What follows belongs to an exercise in optimizing a design on an open flow for small area; a production flow would make more cautious choices.
The RTL was checked by simulation tests, not by an equivalence proof against the original design.
Power figures rest on the tool's default switching activity, not on a simulated workload.

// cpu
module cpu (
  input clk, rst,
  input [15:0] in_port,
  output wire [15:0] out_port,
  output wire [17:0] imem_addr,
  input  [31:0] imem_data,
  output wire [18:0] dmem_addr,
  output wire dmem_we,
  output wire [15:0] dmem_wdata,
  input  [15:0] dmem_rdata
);
Settings: LEC_CHECK=0, ABC_AREA=1, CAP_MARGIN=20, CORE_MARGIN=2, CORE_UTILIZATION=40, CTS_BUF_LIST=sky130_fd_sc_hd__clkbuf_4, SLEW_MARGIN=20; clock period 10.0 ns.
standard.sh (not shown) runs the stock make flow with config.mk's settings and CLKGATE_MAP_FILE= SYNTH_SCRIPT=/design/flow/synth_recipe.tcl, a recipe that flattens the netlist after the stock synthesis.
==> flow/flow/run.sh <==
#!/bin/bash
# The standard layout (standard.sh), with three changes:
#  - synthesis: the standard flow's own synthesis script (synth_recipe.tcl, i.e. ORFS
#    synthesis without fsm/share, flattened, function nets renamed), except
#    that ABC maps the combinational logic with flow/abc.script (area-oriented
#    &nf mapping) instead of ORFS's abc script. Flip-flops are mapped before
#    ABC runs, so the registers are exactly the standard synthesis's.
#  - the port buffers that buffer_ports inserts use the smallest buffer cell
#    (buf_1) instead of the resizer's default pick (clkdlybuf4s50_1); every
#    port still gets its buffer, and repair_design resizes any that need it;
#  - clock tree: clkbuf_16 buffers, sink clusters of up to 24 flip-flops
#    within 100 um, no dummy loads.
# Each tool's output goes to a log file in this folder (and ORFS's logs).
set -euo pipefail
W=$(pwd)
export BUFFER_PORTS_ARGS="-buffer_cell sky130_fd_sc_hd__buf_1"
export CTS_ARGS="-sink_clustering_enable -repair_clock_nets -dont_use_dummy_load -buf_list sky130_fd_sc_hd__clkbuf_16 -sink_clustering_size 24 -sink_clustering_max_diameter 100"
export FLOW_ABC_SCRIPT="$W/flow/abc.script"
# ORFS synth.tcl with only the abc call's script replaced
sed 's|^  log_cmd abc {\*}\$abc_args$|  log_cmd abc -script $::env(FLOW_ABC_SCRIPT) {*}[lrange $abc_args 2 end]|' \
  "$FLOW_HOME/scripts/synth.tcl" > "$W/flow_synth_orfs.tcl"
grep -q 'FLOW_ABC_SCRIPT' "$W/flow_synth_orfs.tcl"
sed "s|source \$::env(SCRIPTS_DIR)/synth.tcl|source $W/flow_synth_orfs.tcl|" \
  "$W/synth_recipe.tcl" > "$W/flow_synth.tcl"
grep -q 'flow_synth_orfs.tcl' "$W/flow_synth.tcl"
bash standard.sh SYNTH_SCRIPT="$W/flow_synth.tcl" synth > synth.log 2>&1
bash standard.sh > standard.log 2>&1
==> flow/flow/abc.script <==
strash
&get -n
&st
&dch
&nf -R 1000
&put
topo
The starting point produced a clean layout.
Then changed:
==> flow/flow/run.sh (replaced) <==
#!/bin/bash
# The standard layout (standard.sh: standard synthesis, floorplan,
# placement, CTS, routing), with two changes:
#  - the port buffers that buffer_ports inserts use the smallest buffer cell
#    (buf_1) instead of the resizer's default pick (clkdlybuf4s50_1); every
#    port still gets its buffer, and repair_design resizes any that need it;
#  - clock tree: clkbuf_8 buffers, sink clusters of up to 12 flip-flops within
#    60 um, no dummy loads.
export BUFFER_PORTS_ARGS="-buffer_cell sky130_fd_sc_hd__buf_1"
export CTS_ARGS="-sink_clustering_enable -repair_clock_nets -dont_use_dummy_load -buf_list sky130_fd_sc_hd__clkbuf_8 -sink_clustering_size 12 -sink_clustering_max_diameter 60"
bash standard.sh > standard.log 2>&1
removed: flow/flow/abc.script
Count of clock-buffer cells in the layout grows by 18.
Worst setup slack degrades by 0.52 ns.
Worst hold slack gains 0.027 ns.
Cell count went up by 25%.
Synthesized cell count grows by 36%.
Area after synthesis goes up by 9.5%.
Design area goes up by 6.7%.
Via count rises by 17%.
Maximum frequency came out lower by 5.8%.
Routed wire length came out higher by 12%.
Then changed:
--- a/flow/flow/run.sh
+++ b/flow/flow/run.sh
@@ -7,2 +7,2 @@
-#  - clock tree: clkbuf_8 buffers, sink clusters of up to 12 flip-flops within
-#    60 um, no dummy loads.
+#  - clock tree: clkbuf_16 buffers, sink clusters of up to 24 flip-flops within
+#    100 um, no dummy loads.
@@ -10 +10 @@
-export CTS_ARGS="-sink_clustering_enable -repair_clock_nets -dont_use_dummy_load -buf_list sky130_fd_sc_hd__clkbuf_8 -sink_clustering_size 12 -sink_clustering_max_diameter 60"
+export CTS_ARGS="-sink_clustering_enable -repair_clock_nets -dont_use_dummy_load -buf_list sky130_fd_sc_hd__clkbuf_16 -sink_clustering_size 24 -sink_clustering_max_diameter 100"
- CAP_MARGIN: 20 -> 10
- SLEW_MARGIN: 20 -> 10
Effect: The changed run completed with no timing, DRC or antenna violations. Clock skew came out lower by 0.050 ns. Cell area came out lower by 0.37%. Setup slack is better by 0.045 ns. Total power came out lower by 0.82%. Critical path depth stays the same. Synthesized area stays the same.

========
## main
cpu, a different RTL version from the one above (not shown whole).
Size in the first run: about 0.018 mm² of cells after synthesis.
==> flow/config.mk <==
export PLATFORM = sky130hd
export DESIGN_NAME = cpu
export DESIGN_NICKNAME = cpu
export VERILOG_FILES = /design/flow/design.v
export SDC_FILE = /design/flow/constraint.sdc
export NUM_CORES = 4
export LEC_CHECK = 0
export ABC_AREA = 1
export CAP_MARGIN = 20
export CORE_MARGIN = 2
export CORE_UTILIZATION = 50
export CTS_BUF_LIST = sky130_fd_sc_hd__clkbuf_4
export SLEW_MARGIN = 20
==> flow/constraint.sdc <==
create_clock -name core_clock -period 10.0 [get_ports {clk}]
set_input_delay 2.0000 -clock core_clock [delete_from_list [all_inputs] [get_ports {clk}]]
set_output_delay 2.0000 -clock core_clock [all_outputs]
set_load 0.01 [all_outputs]
==> flow/flow/run.sh <==
#!/bin/bash
# The standard layout (standard.sh), with three changes:
#  - synthesis: the standard flow's own synthesis script (synth_recipe.tcl, i.e. ORFS
#    synthesis without fsm/share, flattened, function nets renamed), except
#    that ABC maps the combinational logic with flow/abc.script (area-oriented
#    &nf mapping) instead of ORFS's abc script. Flip-flops are mapped before
#    ABC runs, so the registers are exactly the standard synthesis's.
#  - the port buffers that buffer_ports inserts use the smallest buffer cell
#    (buf_1) instead of the resizer's default pick (clkdlybuf4s50_1); every
#    port still gets its buffer, and repair_design resizes any that need it;
#  - clock tree: clkbuf_16 buffers, sink clusters of up to 24 flip-flops
#    within 100 um, no dummy loads.
# Each tool's output goes to a log file in this folder (and ORFS's logs).
set -euo pipefail
W=$(pwd)
export BUFFER_PORTS_ARGS="-buffer_cell sky130_fd_sc_hd__buf_1"
export CTS_ARGS="-sink_clustering_enable -repair_clock_nets -dont_use_dummy_load -buf_list sky130_fd_sc_hd__clkbuf_16 -sink_clustering_size 24 -sink_clustering_max_diameter 100"
export FLOW_ABC_SCRIPT="$W/flow/abc.script"
# ORFS synth.tcl with only the abc call's script replaced
sed 's|^  log_cmd abc {\*}\$abc_args$|  log_cmd abc -script $::env(FLOW_ABC_SCRIPT) {*}[lrange $abc_args 2 end]|' \
  "$FLOW_HOME/scripts/synth.tcl" > "$W/flow_synth_orfs.tcl"
grep -q 'FLOW_ABC_SCRIPT' "$W/flow_synth_orfs.tcl"
sed "s|source \$::env(SCRIPTS_DIR)/synth.tcl|source $W/flow_synth_orfs.tcl|" \
  "$W/synth_recipe.tcl" > "$W/flow_synth.tcl"
grep -q 'flow_synth_orfs.tcl' "$W/flow_synth.tcl"
bash standard.sh SYNTH_SCRIPT="$W/flow_synth.tcl" synth > synth.log 2>&1
bash standard.sh > standard.log 2>&1
==> flow/flow/abc.script <==
strash
balance
rewrite
refactor
balance
rewrite
rewrite -z
balance
refactor -z
rewrite -z
balance
dch -f
&get -n
&st
&dch
&nf -R 1000
&put
topo
Input-level comparison between the feature branch and main:
# main
export LEC_CHECK = 0
export ABC_AREA = 1
export CAP_MARGIN = 20
export CORE_MARGIN = 2
export CORE_UTILIZATION = 50
export CTS_BUF_LIST = sky130_fd_sc_hd__clkbuf_4
export SLEW_MARGIN = 20
create_clock -name core_clock -period 10.0 [get_ports {clk}]
# the feature branch
export LEC_CHECK = 0
export ABC_AREA = 1
export CAP_MARGIN = 20
export CORE_MARGIN = 2
export CORE_UTILIZATION = 40
export CTS_BUF_LIST = sky130_fd_sc_hd__clkbuf_4
export SLEW_MARGIN = 20
create_clock -name core_clock -period 10.0 [get_ports {clk}]
[summary]
- Relative to main, power has gone up in the feature branch.
- Compared to main, the feature branch has via count 1.4% higher.
- Going from main to the feature branch, register-to-register slack grows by 40 ps.
- Clock power grows slightly when moving from main to the feature branch.
- DRC marker count from the first detailed-route iteration (the feature branch / main): 1.3
- When the feature branch is measured against main, its worst hold slack turns out 6.2 ps lower.
- A standard cell with the maximum stage delay on the critical path of buf_4 is what the feature branch shows, while dfstp_2 belongs to main.
- [compare] base=main new=the feature branch: placed wire-length estimate after detailed placement now larger; non-clock buffer count shows an increase of 11; first-pass GRT wire length +2.2 mm.

==> separate check: timing with driven ports <==
Ports are ideal in the flow. The routed layouts listed here were re-timed in OpenROAD. Step 1 sets driving cells, clkbuf_16 on the clock port and buf_2 on the other inputs (assumed; they add their load-dependent delay and slew). Step 2 moves the port delays by t, midway between the first and last clock arrival at a register: inputs arrive t later, outputs are due t later. That takes back most of the time a late clock gives input paths. Slacks: no drivers / after step 1 / after step 2; pairs: no drivers / after step 1.
run	shift t [ns]	setup WS [ns]	worst setup path at the end	cell pins on the clock port's net
the first run of note 1	0.587	1.613 / 1.563 / 2.149	register to output	1
the second run of note 1	0.658	1.094 / 1.040 / 1.698	register to output	1
the third run of note 1	0.594	1.139 / 1.082 / 1.676	register to output	1
main	0.594	1.459 / 1.401 / 1.888	register to register	1
the feature branch	0.587	1.912 / 1.857 / 1.930	register to register	1
After both steps setup and hold are still met in every run listed.
